This is an optimization exercise on Yosys and OpenROAD, whose aim is small area, not a production implementation.
Only simulation tests tie the RTL to the original design; equivalence was not proved.
Power figures rest on the tool's default switching activity, not on a simulated workload.

`design/flow/design.v`:
```
module appr_mult_basic_unit (
  input  wire [1:0] iDigit,
  input  wire [7:0] iData,
  input  wire [8:0] iTimes3,
  output wire [8:0] oPartial
);
wire s1 = iDigit[0] & ~iDigit[1];
wire s2 = iDigit[1] & ~iDigit[0];
wire s3 = iDigit[1] & iDigit[0];
assign oPartial[0]   = iDigit[0] & iData[0];
assign oPartial[8:1] = ({8{s1}} & {1'b0, iData[7:1]}) | ({8{s2}} & iData) | ({8{s3}} & iTimes3[8:1]);
endmodule
module appr_mult (
  input  wire [7:0] iData,
  output wire [8:0] oTimes3
);
wire [7:0] e;
generate
  genvar i;
  for (i = 0; i < 4; i = i + 1) begin : g
    assign e[2*i]   = iData[2*i] & iData[2*i+1];
    assign e[2*i+1] = 1'b0;
  end
endgenerate
assign oTimes3 = {1'b0, iData} + {iData, 1'b0} - {e, 1'b0};
endmodule
module pe (
  input  wire        iClk,
  input  wire        iClear,      
  input  wire        iCapture,    
  input  wire [7:0]  iData,
  input  wire [8:0]  iTimes3,
  input  wire [7:0]  iWeight,
  input  wire [4:0]  iShift,
  output reg  [7:0]  oResult
);
reg  [19:0] acc;
reg         cdef;
wire        cnext;
wire [19:0] accg = iClear ? 20'd0 : acc;
wire        cdefg = iClear ? 1'b0 : cdef;
wire [8:0]  p0, p1, p2, p3;
wire [19:0] sum;
appr_mult_basic_unit u0 (.iDigit(iWeight[1:0]), .iData(iData), .iTimes3(iTimes3), .oPartial(p0));
appr_mult_basic_unit u1 (.iDigit(iWeight[3:2]), .iData(iData), .iTimes3(iTimes3), .oPartial(p1));
appr_mult_basic_unit u2 (.iDigit(iWeight[5:4]), .iData(iData), .iTimes3(iTimes3), .oPartial(p2));
appr_mult_basic_unit u3 (.iDigit(iWeight[7:6]), .iData(iData), .iTimes3(iTimes3), .oPartial(p3));
wire s1;
wire c2;
wire s3;
wire c4;
wire s5;
wire c6;
wire s7;
wire c8;
wire s9;
wire c10;
wire s11;
wire c12;
wire s13;
wire c14;
wire s15;
wire c16;
wire s17;
wire c18;
wire s19;
wire c20;
wire s21;
wire c22;
wire s23;
wire c24;
wire s25;
wire c26;
wire s27;
wire c28;
wire s29;
wire c30;
wire s31;
wire c32;
wire s33;
wire c34;
wire s35;
wire c36;
wire s37;
wire c38;
wire s39;
wire c40;
wire s41;
wire c42;
wire s43;
wire c44;
wire s45;
wire c46;
wire s47;
wire c48;
wire s49;
wire c50;
wire s51;
wire c52;
wire s53;
wire c54;
wire s55;
wire c56;
wire s57;
wire c58;
wire s59;
wire c60;
wire s61;
wire c62;
wire s63;
wire c64;
wire s65;
wire c66;
wire s67;
wire c68;
wire s69;
wire c70;
wire s71;
wire c72;
wire s73;
wire c74;
wire s75;
wire c76;
wire s77;
wire c78;
wire s79;
wire c80;
wire s81;
wire c82;
wire s83;
wire c84;
wire s85;
wire c86;
wire s87;
wire c88;
wire s89;
wire c90;
wire s91;
wire c92;
wire s93;
assign s1 = accg[6] ^ p0[6];
assign c2 = accg[6] & p0[6];
assign s3 = accg[7] ^ p0[7] ^ p1[5];
assign c4 = (accg[7] & p0[7]) | (p1[5] & (accg[7] ^ p0[7]));
assign s5 = accg[8] ^ p0[8] ^ p1[6];
assign c6 = (accg[8] & p0[8]) | (p1[6] & (accg[8] ^ p0[8]));
assign s7 = accg[9] ^ p1[7];
assign c8 = accg[9] & p1[7];
assign s9 = accg[10] ^ p1[8];
assign c10 = accg[10] & p1[8];
assign s11 = accg[4] ^ p0[4];
assign c12 = accg[4] & p0[4];
assign s13 = accg[5] ^ p0[5] ^ p1[3];
assign c14 = (accg[5] & p0[5]) | (p1[3] & (accg[5] ^ p0[5]));
assign s15 = p1[4] ^ p2[2] ^ p3[0];
assign c16 = (p1[4] & p2[2]) | (p3[0] & (p1[4] ^ p2[2]));
assign s17 = p2[3] ^ p3[1] ^ c2;
assign c18 = (p2[3] & p3[1]) | (c2 & (p2[3] ^ p3[1]));
assign s19 = p2[4] ^ p3[2] ^ c4;
assign c20 = (p2[4] & p3[2]) | (c4 & (p2[4] ^ p3[2]));
assign s21 = p2[5] ^ p3[3] ^ c6;
assign c22 = (p2[5] & p3[3]) | (c6 & (p2[5] ^ p3[3]));
assign s23 = p2[6] ^ p3[4] ^ c8;
assign c24 = (p2[6] & p3[4]) | (c8 & (p2[6] ^ p3[4]));
assign s25 = accg[11] ^ p2[7] ^ p3[5];
assign c26 = (accg[11] & p2[7]) | (p3[5] & (accg[11] ^ p2[7]));
assign s27 = accg[12] ^ p2[8];
assign c28 = accg[12] & p2[8];
assign s29 = accg[2] ^ p0[2];
assign c30 = accg[2] & p0[2];
assign s31 = accg[3] ^ p0[3] ^ p1[1];
assign c32 = (accg[3] & p0[3]) | (p1[1] & (accg[3] ^ p0[3]));
assign s33 = p1[2] ^ p2[0] ^ s11;
assign c34 = (p1[2] & p2[0]) | (s11 & (p1[2] ^ p2[0]));
assign s35 = p2[1] ^ c12 ^ s13;
assign c36 = (p2[1] & c12) | (s13 & (p2[1] ^ c12));
assign s37 = s1 ^ c14 ^ s15;
assign c38 = (s1 & c14) | (s15 & (s1 ^ c14));
assign s39 = s3 ^ c16 ^ s17;
assign c40 = (s3 & c16) | (s17 & (s3 ^ c16));
assign s41 = s5 ^ c18 ^ s19;
assign c42 = (s5 & c18) | (s19 & (s5 ^ c18));
assign s43 = s7 ^ c20 ^ s21;
assign c44 = (s7 & c20) | (s21 & (s7 ^ c20));
assign s45 = s9 ^ c22 ^ s23;
assign c46 = (s9 & c22) | (s23 & (s9 ^ c22));
assign s47 = c10 ^ c24 ^ s25;
assign c48 = (c10 & c24) | (s25 & (c10 ^ c24));
assign s49 = p3[6] ^ c26 ^ s27;
assign c50 = (p3[6] & c26) | (s27 & (p3[6] ^ c26));
assign s51 = accg[13] ^ p3[7] ^ c28;
assign c52 = (accg[13] & p3[7]) | (c28 & (accg[13] ^ p3[7]));
assign s53 = accg[14] ^ p3[8];
assign c54 = accg[14] & p3[8];
assign s55 = accg[0] ^ p0[0];
assign c56 = accg[0] & p0[0];
assign s57 = accg[1] ^ p0[1] ^ c56;
assign c58 = (accg[1] & p0[1]) | (c56 & (accg[1] ^ p0[1]));
assign s59 = p1[0] ^ s29 ^ c58;
assign c60 = (p1[0] & s29) | (c58 & (p1[0] ^ s29));
assign s61 = c30 ^ s31 ^ c60;
assign c62 = (c30 & s31) | (c60 & (c30 ^ s31));
assign s63 = c32 ^ s33 ^ c62;
assign c64 = (c32 & s33) | (c62 & (c32 ^ s33));
assign s65 = c34 ^ s35 ^ c64;
assign c66 = (c34 & s35) | (c64 & (c34 ^ s35));
assign s67 = c36 ^ s37 ^ c66;
assign c68 = (c36 & s37) | (c66 & (c36 ^ s37));
assign s69 = c38 ^ s39 ^ c68;
assign c70 = (c38 & s39) | (c68 & (c38 ^ s39));
assign s71 = c40 ^ s41 ^ c70;
assign c72 = (c40 & s41) | (c70 & (c40 ^ s41));
assign s73 = c42 ^ s43 ^ c72;
assign c74 = (c42 & s43) | (c72 & (c42 ^ s43));
assign cnext = c74;
assign s75 = c44 ^ s45 ^ cdefg;
assign c76 = (c44 & s45) | (cdefg & (c44 ^ s45));
assign s77 = c46 ^ s47 ^ c76;
assign c78 = (c46 & s47) | (c76 & (c46 ^ s47));
assign s79 = c48 ^ s49 ^ c78;
assign c80 = (c48 & s49) | (c78 & (c48 ^ s49));
assign s81 = c50 ^ s51 ^ c80;
assign c82 = (c50 & s51) | (c80 & (c50 ^ s51));
assign s83 = c52 ^ s53 ^ c82;
assign c84 = (c52 & s53) | (c82 & (c52 ^ s53));
assign s85 = accg[15] ^ c54 ^ c84;
assign c86 = (accg[15] & c54) | (c84 & (accg[15] ^ c54));
assign s87 = accg[16] ^ c86;
assign c88 = accg[16] & c86;
assign s89 = accg[17] ^ c88;
assign c90 = accg[17] & c88;
assign s91 = accg[18] ^ c90;
assign c92 = accg[18] & c90;
assign s93 = accg[19] ^ c92;
assign sum = {s93, s91, s89, s87, s85, s83, s81, s79, s77, s75, s73, s71, s69, s67, s65, s63, s61, s59, s57, s55};
always @(posedge iClk) begin
  acc  <= sum;
  cdef <= cnext;
end
wire [19:0] shifted = acc >> iShift;
always @(posedge iClk) begin
  if (iCapture) begin
    oResult <= shifted[7:0];
  end
end
endmodule
module pe_cube (
  input  wire         iClk,
  input  wire         iRst,
  input  wire         iValid,
  input  wire [31:0]  iDataRam,
  input  wire [31:0]  iWeightRam,
  input  wire [8:0]   iPattern,
  input  wire [1:0]   iPassLeft,
  input  wire         iHold0,
  input  wire [4:0]   iCap,
  output wire [215:0] oResult
);
localparam PATTERN_1 = 3'd0,
           PATTERN_2 = 3'd1,
           PATTERN_3 = 3'd2,
           PATTERN_4 = 3'd3,
           PATTERN_5 = 3'd4;
wire [7:0] d2 = iValid ? iDataRam[31:24] : 8'd0;
wire [4:0] shift_in = iValid ? iWeightRam[28:24] : 5'd0;
reg  [1:0] pass_dly [0:1];
wire [1:0] pass [0:2];
assign pass[0] = iPassLeft;
assign pass[1] = pass_dly[0];
assign pass[2] = pass_dly[1];
always @(posedge iClk) begin
  if (iRst) begin
    pass_dly[0] <= 2'd0;
    pass_dly[1] <= 2'd0;
  end else begin
    pass_dly[0] <= iPassLeft;
    pass_dly[1] <= pass_dly[0];
  end
end
wire [4:0] cap = iCap;
reg  [4:0] young;
always @(posedge iClk) begin
  if (iRst) begin
    young <= 5'b11111;
  end else begin
    young <= {young[3:0], 1'b0};
  end
end
wire rst_q = young[0];
wire [4:0] hold;
assign hold[0] = iHold0;
assign hold[4:1] = cap[3:0];
wire [4:0] shift [0:4];
assign shift[0] = iWeightRam[28:24];    
assign shift[1] = iWeightRam[28:24];
assign shift[2] = 5'd0;                 
assign shift[3] = shift_in;
assign shift[4] = shift_in;
reg  [7:0] cache [0:8];
reg  [7:0] dly   [0:8];
wire [7:0] x     [0:8];
wire [8:0] t3    [0:8];
reg  [7:0] w     [0:2][1:5];
generate
  genvar k, a, c;
  for (c = 0; c < 3; c = c + 1) begin : col
    wire [2:0] p  = iPattern[3*c+2:3*c];
    wire [7:0] d1 = iValid ? iDataRam[8*c+7:8*c] : 8'd0;
    assign x[c]   = (p == PATTERN_1 || p == PATTERN_2 || p == PATTERN_3) ? d1 :
                    (p == PATTERN_4 || p == PATTERN_5) ? d2 : 8'd0;
    assign x[3+c] = (p == PATTERN_2 || p == PATTERN_3 || p == PATTERN_4) ? d1 :
                    (p == PATTERN_1 || p == PATTERN_5) ? d2 : 8'd0;
    assign x[6+c] = (p == PATTERN_3 || p == PATTERN_4 || p == PATTERN_5) ? d1 :
                    (p == PATTERN_1 || p == PATTERN_2) ? d2 : 8'd0;
  end
  for (a = 0; a < 3; a = a + 1) begin : arr
    for (c = 0; c < 3; c = c + 1) begin : col
      always @(posedge iClk) begin
        if (c < 2 && pass[a][c % 2]) begin
          cache[3*a+c] <= dly[3*a+(c+1)%3];
        end else begin
          cache[3*a+c] <= x[3*a+c];
        end
        dly[3*a+c] <= cache[3*a+c];
      end
      appr_mult m (.iData(cache[3*a+c]), .oTimes3(t3[3*a+c]));
    end
  end
  for (k = 0; k < 3; k = k + 1) begin : blk
    always @(posedge iClk) begin
      w[k][1] <= iValid ? iWeightRam[8*k+7:8*k] : 8'd0;
      w[k][2] <= w[k][1];
      w[k][3] <= w[k][2];
      w[k][4] <= w[k][3];
      w[k][5] <= w[k][4];
    end
    wire [7:0] wd [0:4];
    for (a = 0; a < 5; a = a + 1) begin : tap
      assign wd[a] = (hold[a] | young[a]) ? 8'd0 : w[k][a+1];
    end
    for (a = 0; a < 3; a = a + 1) begin : arr
      for (c = 0; c < 3; c = c + 1) begin : col
        pe u (
          .iClk(iClk),
          .iClear(rst_q | cap[a+c]),
          .iCapture(cap[a+c]),
          .iData(cache[3*a+c]),
          .iTimes3(t3[3*a+c]),
          .iWeight(wd[a+c]),
          .iShift(shift[a+c]),
          .oResult(oResult[8*(9*k+3*a+c)+7:8*(9*k+3*a+c)])
        );
      end
    end
  end
endgenerate
endmodule
module micro_controller (
    input  wire        iClk,
    input  wire        iRst,
    input  wire        iStart,
    output wire        oReady,
    output wire [10:0] oAddrRd,
    output reg         oDataRdValid,
    output reg  [8:0]  oInputPattern,
    output reg  [1:0]  oPassDataLeft,
    output reg         oHold0,        
    output reg  [4:0]  oCap,          
    output reg  [3:0]  oPost,         
    output wire        oWriteEn,
    output wire [10:0] oAddrWr
);
localparam PATTERN_1 = 3'd0,
           PATTERN_2 = 3'd1,
           PATTERN_3 = 3'd2,
           PATTERN_4 = 3'd3,
           PATTERN_5 = 3'd4,
           NOT_CARE  = 3'd5;
reg       state;
reg [4:0] counter;
reg [8:0] addr_wr;
wire      finish = (counter == 5'd30);
assign oReady   = ~state;
assign oAddrRd  = {4'd0, counter, 2'd0};
assign oWriteEn = oPost[3] & (|oPost[2:0]);
assign oAddrWr  = {addr_wr, 2'd0};
always @(posedge iClk) begin
    if (iRst) begin
        state        <= 1'b0;
        counter      <= 5'd0;
        oDataRdValid <= 1'b0;
    end else begin
        oDataRdValid <= state;
        if (state) begin
            state   <= ~finish;
            counter <= finish ? 5'd0 : counter + 5'd1;
        end else begin
            state   <= iStart;
        end
    end
end
always @(posedge iClk) begin
    if (iRst) begin
        oHold0 <= 1'b0;
        oCap   <= 5'd0;
    end else begin
        oHold0 <= state & (counter == 5'd28);
        oCap   <= {oCap[3:0], state & (counter == 5'd29)};
    end
end
always @(posedge iClk) begin
    if (iRst) begin
        oPost <= 4'd0;
    end else if (finish) begin
        oPost <= 4'd1;
    end else if (oPost != 4'd0) begin
        oPost <= oPost + 4'd1;
    end
end
always @(posedge iClk) begin
    if (iRst) begin
        addr_wr <= 9'd0;
    end else if (oWriteEn) begin
        addr_wr <= addr_wr + 9'd1;
    end
end
always @(posedge iClk) begin
    begin
        case (counter)
            'd0 : oInputPattern <= {NOT_CARE, NOT_CARE, PATTERN_1};
            'd1 : oInputPattern <= {NOT_CARE, PATTERN_1, PATTERN_2};
            'd2 : oInputPattern <= {PATTERN_1, PATTERN_2, PATTERN_3};
            'd3 : oInputPattern <= {PATTERN_2, PATTERN_3, PATTERN_4};
            'd4 : oInputPattern <= {PATTERN_3, PATTERN_4, PATTERN_5};
            'd5 : oInputPattern <= {PATTERN_4, PATTERN_5, NOT_CARE};
            'd6 : oInputPattern <= {PATTERN_5, NOT_CARE, NOT_CARE};
            'd7, 'd16, 'd25 : oInputPattern <= {PATTERN_3, NOT_CARE, NOT_CARE};
            'd8, 'd17, 'd26 : oInputPattern <= {PATTERN_4, NOT_CARE, NOT_CARE};
            'd9, 'd18, 'd27 : oInputPattern <= {PATTERN_5, NOT_CARE, PATTERN_1};
            'd10, 'd19, 'd28 : oInputPattern <= {PATTERN_3, PATTERN_1, PATTERN_2};
            'd11, 'd20, 'd29 : oInputPattern <= {PATTERN_4, PATTERN_2, PATTERN_3};
            'd12, 'd21, 'd30 : oInputPattern <= {PATTERN_5, PATTERN_3, PATTERN_4};
            'd13, 'd22 : oInputPattern <= {PATTERN_3, PATTERN_4, PATTERN_5};
            'd14, 'd23 : oInputPattern <= {PATTERN_4, PATTERN_5, NOT_CARE};
            'd15, 'd24 : oInputPattern <= {PATTERN_5, NOT_CARE, NOT_CARE};
            default : oInputPattern <= {NOT_CARE, NOT_CARE, NOT_CARE};
        endcase
    end
end
always @(posedge iClk) begin
    if (iRst) begin
        oPassDataLeft <= 'd0;
    end else begin
        case (counter)
            'd3, 'd12, 'd21, 'd30 : oPassDataLeft <= 2'd1;
            'd4, 'd5, 'd6, 'd7, 'd8,
            'd13, 'd14, 'd15, 'd16, 'd17,
            'd22, 'd23, 'd24, 'd25, 'd26 : oPassDataLeft <= 2'd3;
            'd9, 'd18, 'd27 : oPassDataLeft <= 2'd2;
            default : oPassDataLeft <= 2'd0;
        endcase
    end
end
endmodule
module systolic_cube_with_mc #(
    parameter ARRAY_NUM = 3,
    parameter BLOCK_NUM = 3,
    parameter CUBE_NUM  = 3,  
    parameter RAM_DEPTH = 2048
) (
    input  wire                         iClk,
    input  wire                         iRst,
    input  wire                         iStart,
    output wire                         oReady,
    output wire [$clog2(RAM_DEPTH)-1:0] oAddrForDataWeightRam,
    input  wire [31:0]                  iDataFromDataRam,
    input  wire [31:0]                  iWeightFromWeightRam,
    output wire                         oWrEnForResultRam,
    output wire [$clog2(RAM_DEPTH)-1:0] oAddrForResultRam,
    output wire [31:0]                  oDataToResultRam
);
wire         valid;
wire [8:0]   pattern;
wire [1:0]   pass_left;
wire         hold0;
wire [4:0]   cap;
wire [3:0]   post;
wire [215:0] result;
micro_controller micro_controller_i (
    .iClk(iClk),
    .iRst(iRst),
    .iStart(iStart),
    .oReady(oReady),
    .oAddrRd(oAddrForDataWeightRam),
    .oDataRdValid(valid),
    .oInputPattern(pattern),
    .oPassDataLeft(pass_left),
    .oHold0(hold0),
    .oCap(cap),
    .oPost(post),
    .oWriteEn(oWrEnForResultRam),
    .oAddrWr(oAddrForResultRam)
);
pe_cube pe_cube_i (
    .iClk(iClk),
    .iRst(iRst),
    .iValid(valid),
    .iDataRam(iDataFromDataRam),
    .iWeightRam(iWeightFromWeightRam),
    .iPattern(pattern),
    .iPassLeft(pass_left),
    .iHold0(hold0),
    .iCap(cap),
    .oResult(result)
);
reg [31:0] word;
always @(*) begin
    case (post[2:0])
        3'd2 : word = result[63:32];
        3'd3 : word = result[95:64];
        3'd4 : word = result[127:96];
        3'd5 : word = result[159:128];
        3'd6 : word = result[191:160];
        3'd7 : word = {8'd0, result[215:192]};
        default : word = result[31:0];
    endcase
end
assign oDataToResultRam = word;
endmodule
```
`design/flow/flow/run.sh`:
```
#!/bin/bash
# The standard layout (standard.sh), with two changes to synthesis, neither
# of which touches the registers:
#  - Yosys's synth skips its quick ABC pass (synth -noabc), so the full
#    adders that extract_fa finds are the ones the RTL writes, without the
#    inverters the quick mapping leaves around them;
#  - the final technology mapping runs ABC with flow/abc_area.script (two
#    rounds of choice-based area mapping with don't-care resubstitution, and
#    no buffering or sizing, which placement repairs later).
set -euo pipefail
W=$(pwd)
sed 's/yosys synth -nofsm -noshare /yosys synth -nofsm -noshare -noabc /' "$W/synth_recipe.tcl" > "$W/synth_noabc.tcl"
grep -q -- '-noabc' "$W/synth_noabc.tcl"
cat > "$W/synth_abc.tcl" <<EOT
proc abc {args} {
  set i [lsearch -exact \$args -script]
  if { \$i >= 0 } { set args [lreplace \$args [expr {\$i + 1}] [expr {\$i + 1}] {$W/flow/abc_area.script}] }
  yosys abc {*}\$args
}
source {$W/synth_noabc.tcl}
EOT
bash "$W/standard.sh" "SYNTH_SCRIPT=$W/synth_abc.tcl" finish > "$W/standard.log" 2>&1
```
`design/flow/flow/abc_area.script`:
```
strash
&get -n
&st
&dch -f
&nf -a -R 1000
&put
mfs2
strash
&get -n
&st
&dch -f
&nf -a -R 1000
&put
topo
```
`design/flow/standard.sh`:
```
#!/bin/bash
# synth_recipe.tcl (not shown) runs the flow's synth.tcl, then flattens the netlist and writes it again
# the make line also repeats each setting of config.mk as NAME=value (left out here)
make -C /OpenROAD-flow-scripts/flow DESIGN_CONFIG=/design/flow/config.mk WORK_HOME=/design/flow/orfs CLKGATE_MAP_FILE= SYNTH_SCRIPT=/design/flow/synth_recipe.tcl "${@:-finish}"
```
`design/flow/config.mk`:
```
export PLATFORM = sky130hd
export DESIGN_NAME = systolic_cube_with_mc
export DESIGN_NICKNAME = systolic_cube_with_mc
export VERILOG_FILES = /design/flow/design.v
export SDC_FILE = /design/flow/constraint.sdc
export NUM_CORES = 4
export LEC_CHECK = 0
export ABC_AREA = 1
export CAP_MARGIN = 20
export CORE_MARGIN = 2
export CORE_UTILIZATION = 45
export CTS_CLUSTER_DIAMETER = 100
export CTS_CLUSTER_SIZE = 22
export GPL_TIMING_DRIVEN = 0
export SLEW_MARGIN = 20
```
`design/flow/constraint.sdc`:
```
create_clock -name core_clock -period 10.0 [get_ports {iClk}]
set_input_delay 2.0000 -clock core_clock [delete_from_list [all_inputs] [get_ports {iClk}]]
set_output_delay 2.0000 -clock core_clock [all_outputs]
set_load 0.01 [all_outputs]
```
==> impl_metrics.ini, run 1 <==
[clock_network]
clk_pin_slew_ps = 90
cts_hold_buf = 0
cts.htree.levels = 2
post_cts_resized = 1
cts-buffers-inserted = 55
post_cts_buffers = 0
clockBufferDepth = 3
cts_tree = built
cts_root_buffer = clkbuf_16
clock_sinks = 952
clkLatencyLatePin_ps = 730

[synthesis]
syn-cell-area_mm2 = 0.0714
synth_edf_count = 216
synthCells = 7404
ys_seq_area_frac = 0.297
ys_types = 53
syn-mean-instance-area_um2 = 9.65
yosysWarnings = 12
async_flop_share = 0
ys.flop_type = dfxtp_1
synth-seq-cells = 952

[hold_path]
min-delay-path-class = reg2reg
holdPathEnd = pe_cube_i.w[1][5]
worstHoldPathCells = 0
hold_start = pe_cube_i.w[0][5]

[global_route]
grt_pass1_wl_mm = 387
grt.overflow.total = 0
antenna_found_initial = 16
grt_start_max_net_pins = 144
grt_pass1_vias = 60402
grt.total_usage = 0.314

[detailed_routing]
dr_total_vias = 62113
firstDrtPassIters = 14
drc_errors = 0
drt_iter0_markers = 8291
wl_per_cell_um = 26.5
antenna_left = 0
vias_per_cell = 6.35
finalWirelength_mm = 259

[final_layout]
fillers = 14685
final_cells = 9783
final_layout_size_suffix_gt1_frac = 0.0410
design_area_mm2 = 0.0790
fin_nets = 8829
multi_input_area_mm2 = 0.0496
synthToLayoutAreaGrowth_pct = 10.6
layout_commonest_cell = nand2_1
fin_util = 0.500
layout_common_cells = nand2_1, fa_1, o21ai_0
seqCellArea_mm2 = 0.0213

[worst_setup_path]
end_kind = register
critPathKind = reg2reg
r2r_end = pe_cube_i.blk[0].arr[2].col[2].u.acc[19]
r2r_start = pe_cube_i.cache[8][0]
cp-start-kind = register
cp_max_fo = 14
r2r.worst_path.cells = 23
critPathRequiredTime_ps = 10610
r2r_setup_slack_ps = 360
cp-startpoint = pe_cube_i.cache[8][0]
arrival_ps = 10250

[timing]
setup_ws_ps = 359
setup_violations = 0
worst_pin_slew_ps = 1250
fin_skew_ps = 31.0
max_freq_mhz = 104
whs_ps = 390
slew_headroom = 0.165
fin_crit_ps = 9640
rsz0062_at_grt = false
final_hold_viol_count = 0
finalMaxSlewViolations = 0
post-route-period-util = 0.964

[power]
pwr-share-clk = 0.292
seqPwrFrac = 0.474
p_leak_nw = 33.4
p_comb_frac = 0.235
ir_drop_uv = 160
switchingPower_mw = 3.06
power.density_mw_per_mm2 = 111
internal_power_mw = 5.74
switching_share = 0.347

[die]
core_mm2 = 0.158
start_util = 0.452
ios = 123
die_h_um = 402
rows = 146
die_x_um = 402
dieArea_mm2 = 0.162

[outcome]
outcome = no timing/DRC/antenna violations

[placed_design]
place_worst_setup_slack_ps = -73.1
numPortBuffers = 111
dp_hpwl_mm = 191
placed_area_mm2 = 0.0772
dp_cells = 9672
place_congestion = 0.981

[flow_run]
maxCapViolCount = 0
[registers in the layout, indices dropped and copies added (netlist names), 2 cells and up]
| name | cells |
|---|---|
| pe_cube_i.blk.arr.col.u.acc | 432 |
| pe_cube_i.dly | 48 |
| micro_controller_i.counter | 5 |
| pe_cube_i.blk.arr.col.u.cdef | 18 |
| pe_cube_i.blk.arr.col.u.oResult | 216 |
| micro_controller_i.oInputPattern | 9 |
| pe_cube_i.pass_dly | 4 |
| micro_controller_i.oPost | 4 |
| micro_controller_i.addr_wr | 9 |
| micro_controller_i.oCap | 5 |
| pe_cube_i.cache | 72 |
| pe_cube_i.young | 5 |
| pe_cube_i.w | 120 |
| micro_controller_i.oPassDataLeft | 2 |
[per-layer routing]
layer | track usage | vias up | wire (µm)
li1 | - | 27472 | -
met4 | 0.136 | 12 | 12700
met1 | 0.426 | 30559 | 106000
met2 | 0.478 | 3491 | 114000
met3 | 0.0751 | 579 | 26700
met5 | 0 | - | 78
[layout make-up]
type | count | share of cell area
clock inverter | 19 | 0.00263
clock buffer | 83 | 0.0193
buffer | 8 | 0.000760
multi-input combinational | 6175 | 0.628
timing repair buffer | 191 | 0.0333
inverter | 276 | 0.0134
sequential | 952 | 0.269
tap | 2072 | 0.0328
antenna | 7 | 0.000222
[cells in the mapped netlist (4+ instances only)]
cell type / n / area (µm²)
a211o_1: 7 / 61.3
a211oi_1: 31 / 233
a21o_1: 33 / 248
a21oi_1: 358 / 1790
a221o_1: 20 / 200
a221oi_1: 30 / 263
a222oi_1: 152 / 1520
a22o_1: 19 / 166
a22oi_1: 539 / 4050
a2bb2oi_1: 8 / 70.1
a31oi_1: 76 / 475
a32oi_1: 4 / 35.0
and2_0: 466 / 2920
and3_1: 131 / 820
buf_4: 8 / 60.1
clkinv_1: 276 / 1040
dfxtp_1: 736 / 14700
edfxtp_1: 216 / 6490
fa_1: 780 / 15600
ha_1: 323 / 4040
mux2_1: 75 / 845
mux2i_1: 207 / 2070
mux4_2: 6 / 135
nand2_1: 1016 / 3810
nand2b_1: 16 / 100
nand3_1: 110 / 551
nor2_1: 589 / 2210
nor2b_1: 14 / 87.6
nor3_1: 35 / 175
o211ai_1: 14 / 105
o21a_1: 6 / 45.0
o21ai_0: 757 / 3790
o21bai_1: 9 / 67.6
o221ai_1: 7 / 61.3
o22ai_1: 120 / 751
o2bb2ai_1: 4 / 35.0
o32ai_1: 14 / 123
or2_0: 10 / 62.6
xnor2_1: 119 / 1040
xor2_1: 39 / 342
[critical path, cell delays in order, from the launching register on]
cell and delay, ps:
dfxtp_1 990, clkinvlp_4 720, fa_1 720, clkinv_1 460, fa_1 660, nand3_1 90, nand2_1 100, a21o_1 190
a21oi_1 230, xor2_2 640, o21ai_0 330, fa_1 480, fa_1 400, fa_1 420, fa_1 430, fa_1 400
fa_1 390, fa_1 390, fa_1 400, fa_1 380, ha_1 200, ha_1 190, ha_1 190, xnor2_1 120
[per-stage QoR]
step	power, mW	setup TNS, ps
floorplan	5.07	0
global placement	6.10	-1420320
detailed placement	6.25	-188
CTS	8.79	0
global route	9.07	0
finish	8.79	0
[how the worst max path moves through the flow]
| stage | cells after the start | end |
|---|---|---|
| 2_1_floorplan | 15 | pe_cube_i.blk[1].arr[0].col[1].u.acc[19] |
| 4_1_cts | 23 | pe_cube_i.blk[0].arr[1].col[0].u.acc[19] |
| 6_report | 23 | pe_cube_i.blk[0].arr[2].col[2].u.acc[19] |
| 3_3_place_gp | 8 | pe_cube_i.blk[1].arr[2].col[1].u.oResult[0] |
| 3_5_place_dp | 23 | pe_cube_i.blk[0].arr[2].col[2].u.acc[19] |
| 5_1_grt | 23 | pe_cube_i.blk[1].arr[2].col[2].u.acc[19] |
[cell families (layout without fill, tap and decap cells)]
group	after synthesis	after routing	synth area share
flip-flops	952	952	0.297
adder cells (fa/ha/maj)	1103	1103	0.275
AND/OR/NAND/NOR	2394	2394	0.151
other	1	15	0.0000525
buffers and inverters	284	577	0.0153
XOR/XNOR	158	158	0.0194
multiplexers	288	288	0.0427
AO/OA/AOI/OAI	2224	2224	0.199
[power by group through the flow]
| stage | sequential [mW] | combinational (mW) | clock (mW) |
|---|---|---|---|
| floorplan | 4.15 | 0.925 | 0 |
| global placement | 4.24 | 1.86 | 0 |
| detailed placement | 4.24 | 2.00 | 0 |
| CTS | 4.15 | 2.01 | 2.62 |
| global route | 4.17 | 2.16 | 2.74 |
| finish | 4.16 | 2.06 | 2.57 |
==> run 2, diff against run 1 <==
--- a/design/flow/design.v
+++ b/design/flow/design.v
@@ -27,12 +27,10 @@
 module pe (
   input  wire        iClk,
   input  wire        iClear,      
-  input  wire        iCapture,    
   input  wire [7:0]  iData,
   input  wire [8:0]  iTimes3,
   input  wire [7:0]  iWeight,
-  input  wire [4:0]  iShift,
-  output reg  [7:0]  oResult
+  output wire [19:0] oAcc
 );
 reg  [19:0] acc;
 reg         cdef;
@@ -237,12 +235,7 @@
   acc  <= sum;
   cdef <= cnext;
 end
-wire [19:0] shifted = acc >> iShift;
-always @(posedge iClk) begin
-  if (iCapture) begin
-    oResult <= shifted[7:0];
-  end
-end
+assign oAcc = acc;
 endmodule
 module pe_cube (
   input  wire         iClk,
@@ -290,12 +283,6 @@
 wire [4:0] hold;
 assign hold[0] = iHold0;
 assign hold[4:1] = cap[3:0];
-wire [4:0] shift [0:4];
-assign shift[0] = iWeightRam[28:24];    
-assign shift[1] = iWeightRam[28:24];
-assign shift[2] = 5'd0;                 
-assign shift[3] = shift_in;
-assign shift[4] = shift_in;
 reg  [7:0] cache [0:8];
 reg  [7:0] dly   [0:8];
 wire [7:0] x     [0:8];
@@ -338,20 +325,39 @@
     for (a = 0; a < 5; a = a + 1) begin : tap
       assign wd[a] = (hold[a] | young[a]) ? 8'd0 : w[k][a+1];
     end
+    wire [19:0] acc [0:8];
     for (a = 0; a < 3; a = a + 1) begin : arr
       for (c = 0; c < 3; c = c + 1) begin : col
         pe u (
           .iClk(iClk),
           .iClear(rst_q | cap[a+c]),
-          .iCapture(cap[a+c]),
           .iData(cache[3*a+c]),
           .iTimes3(t3[3*a+c]),
           .iWeight(wd[a+c]),
-          .iShift(shift[a+c]),
-          .oResult(oResult[8*(9*k+3*a+c)+7:8*(9*k+3*a+c)])
+          .oAcc(acc[3*a+c])
         );
       end
     end
+    wire [19:0] sh0_in = ({20{cap[0]}} & acc[0]) | ({20{cap[1]}} & acc[1]) |
+                         ({20{cap[3]}} & acc[5]) | ({20{cap[4]}} & acc[8]);
+    wire [19:0] sh1_in = ({20{cap[1]}} & acc[3]) | ({20{cap[3]}} & acc[7]);
+    wire [19:0] sh0    = sh0_in >> shift_in;
+    wire [19:0] sh1    = sh1_in >> shift_in;
+    reg  [7:0] res [0:8];
+    always @(posedge iClk) begin
+      if (cap[0]) res[0] <= sh0[7:0];
+      if (cap[1]) res[1] <= sh0[7:0];
+      if (cap[2]) res[2] <= acc[2][7:0];
+      if (cap[1]) res[3] <= sh1[7:0];
+      if (cap[2]) res[4] <= acc[4][7:0];
+      if (cap[3]) res[5] <= sh0[7:0];
+      if (cap[2]) res[6] <= acc[6][7:0];
+      if (cap[3]) res[7] <= sh1[7:0];
+      if (cap[4]) res[8] <= sh0[7:0];
+    end
+    for (a = 0; a < 9; a = a + 1) begin : out
+      assign oResult[8*(9*k+a)+7:8*(9*k+a)] = res[a];
+    end
   end
 endgenerate
 endmodule
--- a/design/flow/config.mk
+++ b/design/flow/config.mk
@@ -11,5 +11,4 @@
 export CORE_UTILIZATION = 45
 export CTS_CLUSTER_DIAMETER = 100
 export CTS_CLUSTER_SIZE = 22
-export GPL_TIMING_DRIVEN = 0
 export SLEW_MARGIN = 20
==> impl_metrics.ini, run 2 <==
[global_route]
grt.total_usage = 0.362
antenna_found_initial = 16
grt_start_max_net_pins = 127
grt_pass1_vias = 53209
grt.overflow.total = 0
grt_pass1_wl_mm = 389

[detailed_routing]
finalWirelength_mm = 273
drc_errors = 0
antenna_left = 0
drt_iter0_markers = 9238
dr_total_vias = 56550
firstDrtPassIters = 12
vias_per_cell = 6.43
wl_per_cell_um = 31.0

[synthesis]
async_flop_share = 0
ys_seq_area_frac = 0.323
ys_types = 52
yosysTopAreaCellShare = 0.238
ys.flop_type = dfxtp_1
syn-mean-instance-area_um2 = 10.2
synth_area_leaders = fa_1, dfxtp_1, edfxtp_1, a22oi_1, ha_1
synthTopCellsByCount = nand2_1, fa_1, dfxtp_1, a22oi_1, o21ai_0
synth_edf_count = 216
yosysMostFrequentCell = nand2_1
syn-cell-area_mm2 = 0.0657
yosys.area_share.simple = 0.144
synth-compound-area-share = 0.191
synthCells = 6451
synthMuxAreaShare = 0.00554
synth_top_family_by_area = adder cells
synth-adder-area-share = 0.299
yosysWarnings = 18
synth_xor_area_frac = 0.0213
synth_top_area_cell = fa_1
synth-seq-cells = 952

[worst_setup_path]
cp_max_fo = 9
cp-startpoint = pe_cube_i.cache[8][2]
cp-start-kind = register
critPathRequiredTime_ps = 10640
arrival_ps = 9160
crit_family = adder cells
r2r_start = pe_cube_i.cache[8][2]
cpMostUsedCell = fa_1
slowest_delay_ps = 940
critPathKind = reg2reg
cpMaxStageDelayCell = xnor2_1
end_kind = register
cp.buffers_inverters = 2

[power]
power.density_mw_per_mm2 = 121
p_leak_nw = 31.5
ir_drop_uv = 178

[clock_network]
post_cts_buffers = 0
cts_hold_buf = 0
cts_tree = built
post_cts_resized = 0
cts_root_buffer = clkbuf_16
clock_sinks = 952
clockBufferDepth = 3
cts-buffers-inserted = 57
clkLatencyLatePin_ps = 750
clk_pin_slew_ps = 100
cts.htree.levels = 2

[placed_design]
numPortBuffers = 111
place_worst_setup_slack_ps = 1670
place_congestion = 1.02
dp_hpwl_mm = 205

[final_layout]
final_layout_size_suffix_gt1_frac = 0.0483
fin_nets = 8000
largest_register_ffs = 432
largest-register = pe_cube_i.blk.arr.col.u.acc
layout_commonest_cell = nand2_1
synthToLayoutAreaGrowth_pct = 10.9
reg_top3 = pe_cube_i.blk.arr.col.u.acc x432, pe_cube_i.blk.res x216, pe_cube_i.w x120
layout_common_cells = nand2_1, fa_1, dfxtp_1
fin_util = 0.502

[timing]
final_hold_viol_count = 0
max_freq_mhz = 117
worst_pin_slew_ps = 1340
slew_headroom = 0.110
setup_ws_ps = 1480
setup_violations = 0
post-route-period-util = 0.852
fin_setup_tns_ps = 0
rsz0062_at_grt = false
fin_crit_ps = 8520
fin_skew_ps = 73.5
finalMaxSlewViolations = 0

[die]
die_h_um = 386
ios = 123
rows = 140
dieArea_mm2 = 0.149
core_mm2 = 0.145
die_x_um = 386
start_util = 0.452

[hold_path]
hold_start = pe_cube_i.w[3][3]
min-delay-path-class = reg2reg

[outcome]
outcome = no timing/DRC/antenna violations

[flow_run]
maxCapViolCount = 0
[run 2: changes by cell type after synthesis, moves of 14 or more]
cell	before	now
a211oi_1	31	14
a21oi_1	358	293
a222oi_1	152	203
a22oi_1	539	581
a31oi_1	76	18
mux2_1	75	1
mux2i_1	207	33
nand2_1	1016	841
nor2_1	589	442
nor3_1	35	16
o21ai_0	757	559
o22ai_1	120	53
o32ai_1	14	0
[run 2: final timing paths]
check | cells after the start | slack (ps) | endpoint
min | 0 | 390 | pe_cube_i.w[4][3]
min reg2reg | 0 | 390 | pe_cube_i.w[4][3]
max reg2reg | 25 | 1480 | pe_cube_i.blk[2].arr[2].col[2].u.acc[19]
max | 25 | 1480 | pe_cube_i.blk[2].arr[2].col[2].u.acc[19]
[run 2: per-layer routing]
| layer | part of all wire | vias up | GRT usage |
|---|---|---|---|
| met5 | 0.0011 | - | 0.0133 |
| li1 | - | 24208 | - |
| met2 | 0.41 | 3681 | 0.504 |
| met3 | 0.13 | 559 | 0.117 |
| met1 | 0.41 | 28096 | 0.511 |
| met4 | 0.054 | 6 | 0.158 |
[run 2: area by class of cell]
type / count / area [µm²]
Multi-Input combinational cell: 5228 / 43600
Tap cell: 1917 / 2400
Timing Repair Buffer: 321 / 2750
Inverter: 270 / 1010
Antenna cell: 12 / 30.0
Clock inverter: 25 / 372
Sequential cell: 952 / 21200
Fill cell: 13473 / 72300
Clock buffer: 73 / 1490
[run 2: report_power, final]
group	total [mW]	leakage [nW]	switching [mW]	internal, mW
Sequential	4.12	8.10	0.130	3.99
Clock	2.72	0.892	1.54	1.18
Combinational	1.99	22.5	1.39	0.596
[run 2: cell families after synthesis]
logic type	Yosys count
xor gates and xnor gates	160
other	1
and+or+nand+nor	2044
DFF	952
AOI/OAI and AO/OA	1878
muxes	35
buffers and inverters	278
adders and majority gates	1103
[run 2: through the flow]
stage	power [mW]	area (µm²)	hold slack, ps	cells
after floorplan	5.02	65700	351	6458
after global placement	6.11	71000	373	8688
after detailed placement	6.13	71000	374	8688
after CTS	8.80	72800	380	8786
after global routing	9.07	72800	390	8787
final	8.83	72900	386	8798
[run 2: worst register-to-register path, delay by kind of cell (launching register included)]
kind,cells,cell delay [ps]
AND/OR/NAND/NOR,1,60
AO/OA/AOI/OAI,6,1100
adder cells (fa/ha/maj),14,5650
flip-flops,1,340
buffers and inverters,2,190
XOR/XNOR,2,1060
==> run 3, diff against run 2 <==
--- a/design/flow/config.mk
+++ b/design/flow/config.mk
@@ -11,4 +11,5 @@
 export CORE_UTILIZATION = 45
 export CTS_CLUSTER_DIAMETER = 100
 export CTS_CLUSTER_SIZE = 22
+export PLACE_DENSITY = 0.75
 export SLEW_MARGIN = 20
==> impl_metrics.ini, run 3 <==
[worst_setup_path]
slowest_delay_ps = 760
cp-start-kind = register
cp.buffers_inverters = 4
cp_max_fo = 12
arrival_ps = 9190
critPathRequiredTime_ps = 10580
cpMostUsedCell = fa_1
critPathKind = reg2reg
end_kind = register
cpMaxStageDelayCell = fa_1
crit_family = adder cells

[power]
ir_drop_uv = 149
p_comb_frac = 0.238
pwr-share-clk = 0.295
switchingPower_mw = 3.10
p_leak_nw = 31.5
seqPwrFrac = 0.467
internal_power_mw = 5.69
switching_share = 0.352
power.density_mw_per_mm2 = 121

[timing]
slew_headroom = 0.109
final_hold_viol_count = 0
max_freq_mhz = 116
post-route-period-util = 0.861
setup_violations = 0
fin_skew_ps = 93.7
rsz0062_at_grt = false
finalMaxSlewViolations = 0
worst_pin_slew_ps = 1340
fin_crit_ps = 8610
fin_setup_tns_ps = 0
whs_ps = 390

[final_layout]
reg_top3 = pe_cube_i.blk.arr.col.u.acc x432, pe_cube_i.blk.res x216, pe_cube_i.w x120
fin_util = 0.502
fillers = 13093
largest_register_ffs = 432
seqCellArea_mm2 = 0.0212
synthToLayoutAreaGrowth_pct = 10.9
multi_input_area_mm2 = 0.0436
layout_common_cells = nand2_1, fa_1, dfxtp_1
layout_commonest_cell = nand2_1
largest-register = pe_cube_i.blk.arr.col.u.acc
final_layout_size_suffix_gt1_frac = 0.0495
fin_nets = 8005

[global_route]
grt.total_usage = 0.352
grt.overflow.total = 0
grt_pass1_wl_mm = 381
grt_start_max_net_pins = 127
antenna_found_initial = 24
grt_pass1_vias = 54306

[die]
core_mm2 = 0.145
die_h_um = 386
ios = 123
start_util = 0.452
dieArea_mm2 = 0.149
rows = 140
die_x_um = 386

[synthesis]
synthTopCellsByCount = nand2_1, fa_1, dfxtp_1, a22oi_1, o21ai_0
syn-cell-area_mm2 = 0.0657
synth_xor_area_frac = 0.0213
synthMuxAreaShare = 0.00554
synth-adder-area-share = 0.299
ys_seq_area_frac = 0.323
syn-mean-instance-area_um2 = 10.2
yosysMostFrequentCell = nand2_1
async_flop_share = 0
ys.flop_type = dfxtp_1
yosysTopAreaCellShare = 0.238
ys_types = 52
synth-compound-area-share = 0.191
yosys.area_share.simple = 0.144
yosysWarnings = 18
synth_top_family_by_area = adder cells
synth_edf_count = 216
synth-seq-cells = 952
synth_top_area_cell = fa_1
synth_area_leaders = fa_1, dfxtp_1, edfxtp_1, a22oi_1, ha_1
synthCells = 6451

[placed_design]
place_congestion = 1.07
numPortBuffers = 111
dp_hpwl_mm = 199

[clock_network]
clockBufferDepth = 3
post_cts_resized = 0
clk_pin_slew_ps = 90
clock_sinks = 952
cts_tree = built
cts_root_buffer = clkbuf_16
cts-buffers-inserted = 56
post_cts_buffers = 0
cts.htree.levels = 2
cts_hold_buf = 0
clkLatencyLatePin_ps = 750

[detailed_routing]
dr_total_vias = 57271
antenna_left = 0
firstDrtPassIters = 11
drc_errors = 0
wl_per_cell_um = 30.2
drt_iter0_markers = 10214
finalWirelength_mm = 266
vias_per_cell = 6.51

[outcome]
outcome = no timing/DRC/antenna violations

[hold_path]
min-delay-path-class = reg2reg

[flow_run]
maxCapViolCount = 0
## run 3: cell counts after synthesis
No cell type changed its count.
## run 3: cell type report
class                   count  area share
multi-input cells        5228       0.599
flip-flops and latches    952       0.292
repair buffers            327      0.0381
well taps                1917      0.0329
clock buffers              73      0.0202
inverters                 270      0.0139
clock inverters            22     0.00412
diodes                     13    0.000446
## run 3: cell families (layout without fill, tap and decap cells)
| logic type | after synthesis | in the layout |
|---|---|---|
| AO/OA/AOI/OAI | 1878 | 1878 |
| XOR/XNOR | 160 | 160 |
| adder cells (fa/ha/maj) | 1103 | 1103 |
| buffers and inverters | 278 | 692 |
| flip-flops | 952 | 952 |
| multiplexers | 35 | 35 |
| other | 1 | 21 |
| AND/OR/NAND/NOR | 2044 | 2044 |
## run 3: final timing paths
check / slack [ps] / startpoint / cells after the start / endpoint
max reg2reg: 1390 / pe_cube_i.cache[5][0] / 26 / pe_cube_i.blk[1].arr[1].col[2].u.acc[19]
max: 1390 / pe_cube_i.cache[5][0] / 26 / pe_cube_i.blk[1].arr[1].col[2].u.acc[19]
min: 390 / pe_cube_i.w[0][1] / 0 / pe_cube_i.w[1][1]
min reg2reg: 390 / pe_cube_i.w[0][1] / 0 / pe_cube_i.w[1][1]
## run 3: power by group through the flow
stage	clock network, mW	registers [mW]	logic, mW
5_1_grt	2.74	4.11	2.15
6_report	2.60	4.10	2.09
4_1_cts	2.62	4.10	1.99
3_5_place_dp	0	4.19	1.98
3_3_place_gp	0	4.18	1.96
2_1_floorplan	0	4.17	0.854
## run 3: routing by layer
metal	global-route usage	share of wire	vias to the layer above
met4	0.191	0.073	18
met1	0.466	0.37	28085
met2	0.506	0.41	4133
li1	-	-	24252
met5	0.00975	0.0012	-
met3	0.120	0.14	783
## run 3: metrics by stage
stage,setup slack (ps),instances,power (mW),area [µm²]
5_1_grt,1090,8789,9.00,72800
3_3_place_gp,1600,8685,6.14,70900
4_1_cts,1460,8780,8.70,72700
2_1_floorplan,1170,6458,5.02,65700
3_5_place_dp,1580,8685,6.16,70900
6_report,1390,8802,8.79,72900
==> run 4, diff against run 3 <==
--- a/design/flow/config.mk
+++ b/design/flow/config.mk
@@ -6,10 +6,9 @@
 export NUM_CORES = 4
 export LEC_CHECK = 0
 export ABC_AREA = 1
-export CAP_MARGIN = 20
+export CAP_MARGIN = 5
 export CORE_MARGIN = 2
 export CORE_UTILIZATION = 45
 export CTS_CLUSTER_DIAMETER = 100
 export CTS_CLUSTER_SIZE = 22
-export PLACE_DENSITY = 0.75
-export SLEW_MARGIN = 20
+export SLEW_MARGIN = 5
==> impl_metrics.ini, run 4 <==
[outcome]
outcome = no timing/DRC/antenna violations

[final_layout]
seqCellArea_mm2 = 0.0212
fin_util = 0.502
layout_commonest_cell = nand2_1
synthToLayoutAreaGrowth_pct = 10.9
fin_nets = 8001
largest-register = pe_cube_i.blk.arr.col.u.acc
reg_top3 = pe_cube_i.blk.arr.col.u.acc x432, pe_cube_i.blk.res x216, pe_cube_i.w x120
final_layout_size_suffix_gt1_frac = 0.0483
fillers = 13469
layout_common_cells = nand2_1, fa_1, dfxtp_1
final_cells = 8795
largest_register_ffs = 432
design_area_mm2 = 0.0729
multi_input_area_mm2 = 0.0436

[die]
die_x_um = 386
core_mm2 = 0.145
dieArea_mm2 = 0.149
rows = 140
start_util = 0.452
die_h_um = 386
ios = 123

[timing]
fin_skew_ps = 74.4
whs_ps = 383
setup_violations = 0
max_freq_mhz = 118
slew_headroom = 0.0962
post-route-period-util = 0.847
rsz0062_at_grt = false
fin_crit_ps = 8470
fin_setup_tns_ps = 0
finalMaxSlewViolations = 0
final_hold_viol_count = 0
worst_pin_slew_ps = 1340
setup_ws_ps = 1530

[worst_setup_path]
crit_family = adder cells
r2r_setup_slack_ps = 1530
cp_max_fo = 12
r2r_end = pe_cube_i.blk[2].arr[0].col[1].u.acc[19]
cpMaxStageDelayCell = fa_1
cpMostUsedCell = fa_1
arrival_ps = 9060
cp-start-kind = register
cp.depth = 26
critPathKind = reg2reg
slowest_delay_ps = 640
r2r_start = pe_cube_i.cache[1][0]
crit_path_end = pe_cube_i.blk[2].arr[0].col[1].u.acc[19]
end_kind = register
critPathRequiredTime_ps = 10600
r2r.worst_path.cells = 26
cp.buffers_inverters = 4
cp-startpoint = pe_cube_i.cache[1][0]

[synthesis]
yosysMostFrequentCell = nand2_1
syn-mean-instance-area_um2 = 10.2
yosysWarnings = 18
async_flop_share = 0
ys.flop_type = dfxtp_1
synth_top_area_cell = fa_1
synth_edf_count = 216
ys_types = 52
ys_seq_area_frac = 0.323
synthCells = 6451
syn-cell-area_mm2 = 0.0657
synth_area_leaders = fa_1, dfxtp_1, edfxtp_1, a22oi_1, ha_1
synth-seq-cells = 952
yosysTopAreaCellShare = 0.238
synthTopCellsByCount = nand2_1, fa_1, dfxtp_1, a22oi_1, o21ai_0

[flow_run]
maxCapViolCount = 0

[global_route]
met3_usage = 0.117
grt.overflow.total = 0
grt.total_usage = 0.362
grt_start_max_net_pins = 127
grt_pass1_vias = 53209
antenna_found_initial = 16
gr-max-usage-layer = met1
use_met1 = 0.511
use_met2 = 0.504
grt_pass1_wl_mm = 389

[detailed_routing]
vias_per_cell = 6.45
dr_total_vias = 56702
firstDrtPassIters = 12
drc_errors = 0
drt_iter0_markers = 9214
wl_per_cell_um = 31.1
finalWirelength_mm = 273
antenna_left = 0

[placed_design]
dp_cells = 8688
dp_hpwl_mm = 205
numPortBuffers = 111
placed_area_mm2 = 0.0710
place_worst_setup_slack_ps = 1670
place_congestion = 1.02

[clock_network]
clk_pin_slew_ps = 100
cts.htree.levels = 2
cts_hold_buf = 0
post_cts_resized = 0
clkLatencyLatePin_ps = 760
cts-buffers-inserted = 57
clockBufferDepth = 3
cts_tree = built
post_cts_buffers = 0
cts_root_buffer = clkbuf_16
clock_sinks = 952

[power]
p_leak_nw = 31.5
ir_drop_uv = 183
power_mw = 8.84
power.density_mw_per_mm2 = 121

[hold_path]
min-delay-path-class = reg2reg
==> run 4: worst register-to-register path, cell delays in order, from the launching register on <==
cell	delay, ps
dfxtp_1	330
clkinv_1	130
buf_4	210
nor2_1	70
fa_1	530
clkinv_1	490
fa_1	650
a21o_1	190
a21oi_1	260
o21bai_1	100
a21oi_1	180
xor2_1	150
buf_4	260
o21ai_0	150
fa_1	440
fa_1	410
fa_1	430
fa_1	440
fa_1	400
fa_1	390
fa_1	390
fa_1	390
fa_1	570
ha_1	280
ha_1	180
ha_1	180
xnor2_1	120
==> run 4: layout make-up <==
cell class                      count  share of cell area
Timing Repair Buffer              322              0.0378
Sequential cell                   952               0.292
Multi-Input combinational cell   5228               0.598
Inverter                          270              0.0139
Antenna cell                        8            0.000275
Clock inverter                     25             0.00510
Tap cell                         1917              0.0329
Clock buffer                       73              0.0204
==> run 4: where the power goes <==
| part | total (mW) | switching [mW] | leakage, nW | internal [mW] |
|---|---|---|---|---|
| Sequential | 4.12 | 0.130 | 8.10 | 3.99 |
| Combinational | 1.99 | 1.40 | 22.5 | 0.596 |
| Clock | 2.72 | 1.55 | 0.892 | 1.18 |
| Total | 8.84 | 3.07 | 31.5 | 5.76 |
==> run 4: logic make-up after synthesis <==
| kind of cell | share of synthesized area |
|---|---|
| compound gates | 0.191 |
| xor+xnor | 0.0213 |
| fa+ha+maj | 0.299 |
| buf+inv | 0.0163 |
| flops | 0.323 |
| mux | 0.00554 |
| other cells | 0.0000571 |
| simple gates | 0.144 |
==> run 4: worst min path at each step <==
stage	start	to	cells past startpoint
2_1_floorplan	pe_cube_i.w[12][6]	pe_cube_i.w[13][6]	0
5_1_grt	pe_cube_i.w[3][3]	pe_cube_i.w[4][3]	0
3_5_place_dp	pe_cube_i.w[3][3]	pe_cube_i.w[4][3]	0
6_report	pe_cube_i.w[3][3]	pe_cube_i.w[4][3]	0
3_3_place_gp	pe_cube_i.w[3][3]	pe_cube_i.w[4][3]	0
4_1_cts	pe_cube_i.w[3][3]	pe_cube_i.w[4][3]	0
==> run 4: metal layers <==
layer | vias up | routed length, µm | part of all wire
li1 | 24218 | - | -
met1 | 28172 | 111000 | 0.41
met2 | 3770 | 111000 | 0.41
met3 | 534 | 36100 | 0.13
met4 | 8 | 14700 | 0.054
met5 | - | 319 | 0.0012
==> run 5, diff against run 4 <==
==> design/flow/run.sh (new file) <==
#!/bin/bash
# synth_recipe.tcl (not shown) runs the flow's synth.tcl, then flattens the netlist and writes it again
# the make line also repeats each setting of config.mk as NAME=value (left out here)
make -C /OpenROAD-flow-scripts/flow DESIGN_CONFIG=/design/flow/config.mk WORK_HOME=/design/flow/orfs CLKGATE_MAP_FILE= SYNTH_SCRIPT=/design/flow/synth_recipe.tcl finish
--- a/design/flow/config.mk
+++ b/design/flow/config.mk
@@ -6,9 +6,9 @@
 export NUM_CORES = 4
 export LEC_CHECK = 0
 export ABC_AREA = 1
-export CAP_MARGIN = 5
+export CAP_MARGIN = 20
 export CORE_MARGIN = 2
 export CORE_UTILIZATION = 45
 export CTS_CLUSTER_DIAMETER = 100
 export CTS_CLUSTER_SIZE = 22
-export SLEW_MARGIN = 5
+export SLEW_MARGIN = 20
removed: design/flow/flow/run.sh
removed: design/flow/flow/abc_area.script
removed: design/flow/standard.sh
==> impl_metrics.ini, run 5 <==
[outcome]
outcome = no timing/DRC/antenna violations

[worst_setup_path]
crit_path_end = pe_cube_i.blk[1].arr[0].col[1].u.acc[19]
cpMostUsedCell = fa_1
cpMaxStageDelayCell = clkinv_1
cp.depth = 21
cp_max_fo = 24
critPathKind = reg2reg
r2r.worst_path.cells = 21
r2r_end = pe_cube_i.blk[1].arr[0].col[1].u.acc[19]
end_kind = register
slowest_delay_ps = 680
critPathRequiredTime_ps = 10580
arrival_ps = 8820
cp-start-kind = register
path_cells = nor2_1 > inv_1 > nor2_1 > inv_1 > nor2_1 > clkinv_1 > o22ai_1 > a21oi_1 > fa_1 > fa_1 > fa_1 > inv_1 > fa_1 > fa_1 > fa_1 > fa_1 > fa_1 > ha_1 > ha_1 > ha_1 > xnor2_1
cp-startpoint = micro_controller_i.oCap[0]
r2r_start = micro_controller_i.oCap[0]
crit_family = adder cells
r2r_setup_slack_ps = 1760
cp.buffers_inverters = 4

[timing]
fin_skew_ps = 94.3
worst_pin_slew_ps = 1170
rsz0062_at_grt = false
finalMaxSlewViolations = 0
setup_ws_ps = 1760
slew_headroom = 0.214
fin_setup_tns_ps = 0
final_hold_viol_count = 0
whs_ps = 348
fin_crit_ps = 8240
max_freq_mhz = 121
setup_violations = 0
post-route-period-util = 0.824

[global_route]
grt_pass1_vias = 60994
grt.overflow.total = 0
antenna_found_initial = 26
grt_pass1_wl_mm = 415
grt.total_usage = 0.346
grt_start_max_net_pins = 93

[clock_network]
clock_sinks = 952
clkLatencyLatePin_ps = 770
cts_root_buffer = clkbuf_16
clk_pin_slew_ps = 100
post_cts_resized = 0
clockBufferDepth = 3
cts.htree.levels = 2
cts-buffers-inserted = 57
post_cts_buffers = 0
cts_tree = built
cts_hold_buf = 0

[detailed_routing]
dr_total_vias = 63820
antenna_left = 0
drt_iter0_markers = 7308
finalWirelength_mm = 286
wl_per_cell_um = 25.3
firstDrtPassIters = 9
vias_per_cell = 5.64
drc_errors = 0

[die]
dieArea_mm2 = 0.165
rows = 147
die_x_um = 406
die_h_um = 406
ios = 123
start_util = 0.453
core_mm2 = 0.160

[synthesis]
ys_seq_area_frac = 0.292
synthCells = 9198
syn-mean-instance-area_um2 = 7.90
synth_area_leaders = fa_1, dfxtp_1, inv_1, edfxtp_1, nand2_1
ys_types = 48
yosysWarnings = 18
yosysMostFrequentCell = inv_1
async_flop_share = 0
synth_top_area_cell = fa_1
synth-seq-cells = 952
ys.flop_type = dfxtp_1
syn-cell-area_mm2 = 0.0727
yosysTopAreaCellShare = 0.204
synthTopCellsByCount = inv_1, nand2_1, nor2_1, fa_1, dfxtp_1
synth_edf_count = 216

[final_layout]
fillers = 15795
reg_top3 = pe_cube_i.blk.arr.col.u.acc x432, pe_cube_i.blk.res x216, pe_cube_i.w x120
largest-register = pe_cube_i.blk.arr.col.u.acc
final_layout_size_suffix_gt1_frac = 0.0340
design_area_mm2 = 0.0779
largest_register_ffs = 432
final_cells = 11320
fin_util = 0.486
fin_nets = 10240
layout_common_cells = inv_1, nand2_1, nor2_1
layout_commonest_cell = inv_1
synthToLayoutAreaGrowth_pct = 7.25

[placed_design]
place_worst_setup_slack_ps = 2190
placed_area_mm2 = 0.0760
dp_hpwl_mm = 225
numPortBuffers = 111
place_congestion = 1.04
dp_cells = 11203

[flow_run]
maxCapViolCount = 0

[hold_path]
min-delay-path-class = reg2reg

[power]
power_mw = 8.28
p_leak_nw = 33.7
ir_drop_uv = 160
power.density_mw_per_mm2 = 106
[run 5: changes by cell type in the layout (fill, tap and decap cells not counted), moves of 76 or more]
cell,before,now
inv_1,0,2098
nand2_1,839,1682
a22oi_1,581,11
and2_0,456,0
o22ai_1,53,478
o21ai_0,556,160
nand3_1,104,482
nor2_1,430,794
o221ai_1,4,321
clkinv_1,270,53
a222oi_1,203,0
and3_1,137,0
xnor2_1,114,38
[run 5: cells by family (layout without fill, tap and decap cells)]
logic type               count (synthesis)  in the layout  share of synthesized area
adder cells (fa/ha/maj)               1071           1071                      0.261
AO/OA/AOI/OAI                         1439           1439                      0.132
XOR/XNOR                                79             79                    0.00952
AND/OR/NAND/NOR                       3065           3065                      0.170
flip-flops                             952            952                      0.292
buffers and inverters                 2591           2526                      0.135
other                                    1             28                  0.0000516
[run 5: how the worst min path moves through the flow]
stage / start / end / slack [ps] / cells after the start
final: pe_cube_i.w[12][7] / pe_cube_i.w[13][7] / 350 / 0
after global routing: pe_cube_i.w[12][7] / pe_cube_i.w[13][7] / 380 / 0
after CTS: pe_cube_i.w[12][7] / pe_cube_i.w[13][7] / 350 / 0
after detailed placement: pe_cube_i.w[12][7] / pe_cube_i.w[13][7] / 370 / 0
after global placement: pe_cube_i.w[12][7] / pe_cube_i.w[13][7] / 370 / 0
after floorplan: pe_cube_i.cache[2][2] / pe_cube_i.dly[2][2] / 330 / 0
[run 5: power by group]
part	leakage (nW)	internal, mW	switching (mW)
Sequential	7.93	3.98	0.0862
Combinational	24.9	0.430	1.09
Clock	0.899	1.16	1.53
Total	33.7	5.57	2.71
[run 5: per-layer routing]
layer | track usage | vias up | routed length [µm]
met1 | 0.468 | 31068 | 117000
met3 | 0.0781 | 602 | 29400
met2 | 0.513 | 3281 | 121000
li1 | - | 28857 | -
met5 | 0 | - | 80
met4 | 0.192 | 12 | 18900
[run 5: worst register-to-register path, stage by stage, from the launching register on]
cell      delay (ps)
dfxtp_2          390
nor2_1           610
inv_1            580
nor2_1           360
inv_1            130
nor2_1           660
clkinv_1         680
o22ai_1          280
a21oi_1          100
fa_1             470
fa_1             570
fa_1             190
inv_1             50
fa_1             400
fa_1             410
fa_1             400
fa_1             410
fa_1             590
ha_1             300
ha_1             190
ha_1             190
xnor2_1          120
[run 5: layout make-up]
type | instances | area, µm² | area share
clock inverter | 24 | 368 | 0.00472
sequential | 952 | 21200 | 0.272
antenna | 20 | 50.0 | 0.000642
inverter | 2168 | 8140 | 0.104
clock buffer | 73 | 1500 | 0.0192
timing repair buffer | 261 | 2250 | 0.0289
tap | 2160 | 2700 | 0.0347
multi-input combinational | 5662 | 41700 | 0.535
==> run 6, diff against run 5 <==
--- a/design/flow/design.v
+++ b/design/flow/design.v
@@ -14,15 +14,31 @@
   input  wire [7:0] iData,
   output wire [8:0] oTimes3
 );
-wire [7:0] e;
+wire [7:0] lo;
+wire [8:2] hi;
 generate
   genvar i;
   for (i = 0; i < 4; i = i + 1) begin : g
-    assign e[2*i]   = iData[2*i] & iData[2*i+1];
-    assign e[2*i+1] = 1'b0;
+    assign lo[2*i]   = iData[2*i];
+    assign lo[2*i+1] = iData[2*i] | iData[2*i+1];
+    assign hi[2*i+2] = iData[2*i+1];
   end
 endgenerate
-assign oTimes3 = {1'b0, iData} + {iData, 1'b0} - {e, 1'b0};
+wire c3 = lo[2] & hi[2];
+wire c4 = lo[3] & c3;
+wire c5 = (lo[4] & hi[4]) | (c4 & (lo[4] ^ hi[4]));
+wire c6 = lo[5] & c5;
+wire c7 = (lo[6] & hi[6]) | (c6 & (lo[6] ^ hi[6]));
+wire c8 = lo[7] & c7;
+assign oTimes3 = {hi[8] ^ c8,
+                  lo[7] ^ c7,
+                  lo[6] ^ hi[6] ^ c6,
+                  lo[5] ^ c5,
+                  lo[4] ^ hi[4] ^ c4,
+                  lo[3] ^ c3,
+                  lo[2] ^ hi[2],
+                  lo[1],
+                  lo[0]};
 endmodule
 module pe (
   input  wire        iClk,
@@ -341,8 +357,9 @@
     wire [19:0] sh0_in = ({20{cap[0]}} & acc[0]) | ({20{cap[1]}} & acc[1]) |
                          ({20{cap[3]}} & acc[5]) | ({20{cap[4]}} & acc[8]);
     wire [19:0] sh1_in = ({20{cap[1]}} & acc[3]) | ({20{cap[3]}} & acc[7]);
-    wire [19:0] sh0    = sh0_in >> shift_in;
-    wire [19:0] sh1    = sh1_in >> shift_in;
+    wire [7:0]  sh0, sh1;
+    result_shift rs0 (.iAcc(sh0_in), .iShift(shift_in), .oResult(sh0));
+    result_shift rs1 (.iAcc(sh1_in), .iShift(shift_in), .oResult(sh1));
     reg  [7:0] res [0:8];
     always @(posedge iClk) begin
       if (cap[0]) res[0] <= sh0[7:0];
@@ -361,6 +378,17 @@
   end
 endgenerate
 endmodule
+module result_shift (
+  input  wire [19:0] iAcc,
+  input  wire [4:0]  iShift,
+  output wire [7:0]  oResult
+);
+wire [19:0] z1 = iShift[4] ? {16'd0, iAcc[19:16]} : iAcc;    
+wire [14:0] z2 = iShift[3] ? {3'd0, z1[19:8]} : z1[14:0];     
+wire [10:0] z3 = iShift[2] ? z2[14:4] : z2[10:0];
+wire [8:0]  z4 = iShift[1] ? z3[10:2] : z3[8:0];
+assign oResult = iShift[0] ? z4[8:1] : z4[7:0];
+endmodule
 module micro_controller (
     input  wire        iClk,
     input  wire        iRst,
==> impl_metrics.ini, run 6 <==
[placed_design]
place_congestion = 1.05
place_worst_setup_slack_ps = 2290
placed_area_mm2 = 0.0714
dp_hpwl_mm = 218
numPortBuffers = 111

[timing]
setup_violations = 0
fin_crit_ps = 7840
max_freq_mhz = 128
fin_skew_ps = 60.5
post-route-period-util = 0.784
worst_pin_slew_ps = 1210
fin_setup_tns_ps = 0
finalMaxSlewViolations = 0
setup_ws_ps = 2160
final_hold_viol_count = 0
rsz0062_at_grt = false
slew_headroom = 0.188

[final_layout]
fin_util = 0.484
synthToLayoutAreaGrowth_pct = 7.22
design_area_mm2 = 0.0733
layout_commonest_cell = inv_1
largest_register_ffs = 432
fin_nets = 9251
largest-register = pe_cube_i.blk.arr.col.u.acc
reg_top3 = pe_cube_i.blk.arr.col.u.acc x432, pe_cube_i.blk.res x216, pe_cube_i.w x120
layout_common_cells = inv_1, nand2_1, fa_1
final_layout_size_suffix_gt1_frac = 0.0358

[power]
ir_drop_uv = 144
p_leak_nw = 31.2
seqPwrFrac = 0.521
internal_power_mw = 5.44
pwr-share-clk = 0.352
power_mw = 7.80
switchingPower_mw = 2.37
switching_share = 0.303
p_comb_frac = 0.127
power.density_mw_per_mm2 = 106

[global_route]
use_met1 = 0.512
grt.overflow.total = 0
antenna_found_initial = 20
use_met2 = 0.494
gr-max-usage-layer = met1
grt_start_max_net_pins = 67
met3_usage = 0.104
grt_pass1_wl_mm = 403
grt_pass1_vias = 56719
grt.total_usage = 0.359

[die]
dieArea_mm2 = 0.155
ios = 123
core_mm2 = 0.151
die_x_um = 394
rows = 143
die_h_um = 394
start_util = 0.452

[clock_network]
cts_tree = built
post_cts_buffers = 0
post_cts_resized = 0
clk_pin_slew_ps = 90
cts.htree.levels = 2
clock_sinks = 952
cts-buffers-inserted = 58
cts_hold_buf = 0
clockBufferDepth = 3
cts_root_buffer = clkbuf_16
clkLatencyLatePin_ps = 770

[detailed_routing]
dr_total_vias = 59512
vias_per_cell = 5.82
drc_errors = 0
wl_per_cell_um = 27.6
drt_iter0_markers = 8594
firstDrtPassIters = 6
finalWirelength_mm = 282
antenna_left = 0

[worst_setup_path]
r2r_start = pe_cube_i.cache[8][2]
cp-start-kind = register
critPathRequiredTime_ps = 10650
r2r_setup_slack_ps = 2160
r2r.worst_path.cells = 24
cp_max_fo = 10
cp-startpoint = pe_cube_i.cache[8][2]
arrival_ps = 8480
end_kind = register
r2r_end = pe_cube_i.blk[1].arr[2].col[2].u.acc[19]
critPathKind = reg2reg

[outcome]
outcome = no timing/DRC/antenna violations

[synthesis]
syn-cell-area_mm2 = 0.0684
yosysTopAreaCellShare = 0.221
synthCells = 8230
synth_edf_count = 216
ys.flop_type = dfxtp_1
synthTopCellsByCount = inv_1, nand2_1, fa_1, nor2_1, dfxtp_1
syn-mean-instance-area_um2 = 8.31
ys_seq_area_frac = 0.310
synth_area_leaders = fa_1, dfxtp_1, edfxtp_1, inv_1, nand2_1
async_flop_share = 0
ys_types = 50
synth-seq-cells = 952
yosysWarnings = 18
synth_top_area_cell = fa_1
yosysMostFrequentCell = inv_1

[hold_path]
hold_start = pe_cube_i.w[0][0]
min-delay-path-class = reg2reg
worstHoldPathCells = 0
holdPathEnd = pe_cube_i.w[1][0]

[flow_run]
maxCapViolCount = 0
==> run 6: worst max-delay path by stage <==
stage | end | depth (start not counted)
3_5_place_dp | pe_cube_i.blk[1].arr[2].col[2].u.acc[19] | 24
5_1_grt | pe_cube_i.blk[1].arr[2].col[2].u.acc[19] | 24
2_1_floorplan | pe_cube_i.blk[2].arr[2].col[1].u.acc[19] | 22
4_1_cts | pe_cube_i.blk[1].arr[2].col[2].u.acc[19] | 24
3_3_place_gp | pe_cube_i.blk[1].arr[2].col[2].u.acc[19] | 24
6_report | pe_cube_i.blk[1].arr[2].col[2].u.acc[19] | 24
==> run 6: area by class of cell <==
| type | instances | area (µm²) |
|---|---|---|
| antenna | 6 | 15.0 |
| clock buffer | 70 | 1500 |
| clock inverter | 29 | 404 |
| fill | 14843 | 78100 |
| inverter | 1748 | 6560 |
| multi-input combinational | 5159 | 39100 |
| sequential | 952 | 21200 |
| tap | 2030 | 2540 |
| timing repair buffer | 225 | 1970 |
==> run 6: metal layers <==
metal	share of wire	vias to the layer above
met4	0.059	8
met5	0.00019	-
met2	0.40	3708
li1	-	26152
met3	0.13	595
met1	0.41	29049
==> run 6: power by group through the flow <==
stage                     Combinational, mW  Clock [mW]  Sequential [mW]
after detailed placement              0.971           0             4.15
final                                 0.991        2.75             4.07
after global routing                   1.05        2.90             4.07
after CTS                             0.975        2.78             4.06
after floorplan                       0.506           0             4.09
after global placement                0.966           0             4.15
==> run 6: worst max-delay path, cell delays in order (launching register included) <==
cell     delay, ps
dfxtp_1        580
buf_4          340
ha_1           190
inv_1           50
nor2_1          50
fa_1           440
ha_1           230
fa_1           470
ha_1           210
xor2_1         540
a21oi_1        220
fa_1           440
fa_1           420
fa_1           540
fa_1           170
inv_1           50
fa_1           380
fa_1           390
fa_1           390
fa_1           390
fa_1           460
ha_1           230
ha_1           200
ha_1           190
xnor2_1        120
==> run 6: cells by family after synthesis <==
group / synth area share
buffers and inverters: 0.119
flip-flops: 0.310
other: 0.0000549
AND/OR/NAND/NOR: 0.155
adder cells (fa/ha/maj): 0.273
XOR/XNOR: 0.00577
AO/OA/AOI/OAI: 0.136
==> run 6: metrics by stage <==
stage / instances / hold WS, ps
after floorplan: 8237 / 329
after global placement: 10114 / 339
after detailed placement: 10114 / 340
after CTS: 10213 / 361
after global routing: 10213 / 363
final: 10219 / 356

Re-timed with assumed drivers on the ports (clkbuf_16 on the clock, buf_2 on other inputs), run 6 has 2.165 ns of setup slack against 2.165 ns with ideal ports, and 2.165 ns once port delays also move by the mid clock arrival of 0.830 ns.
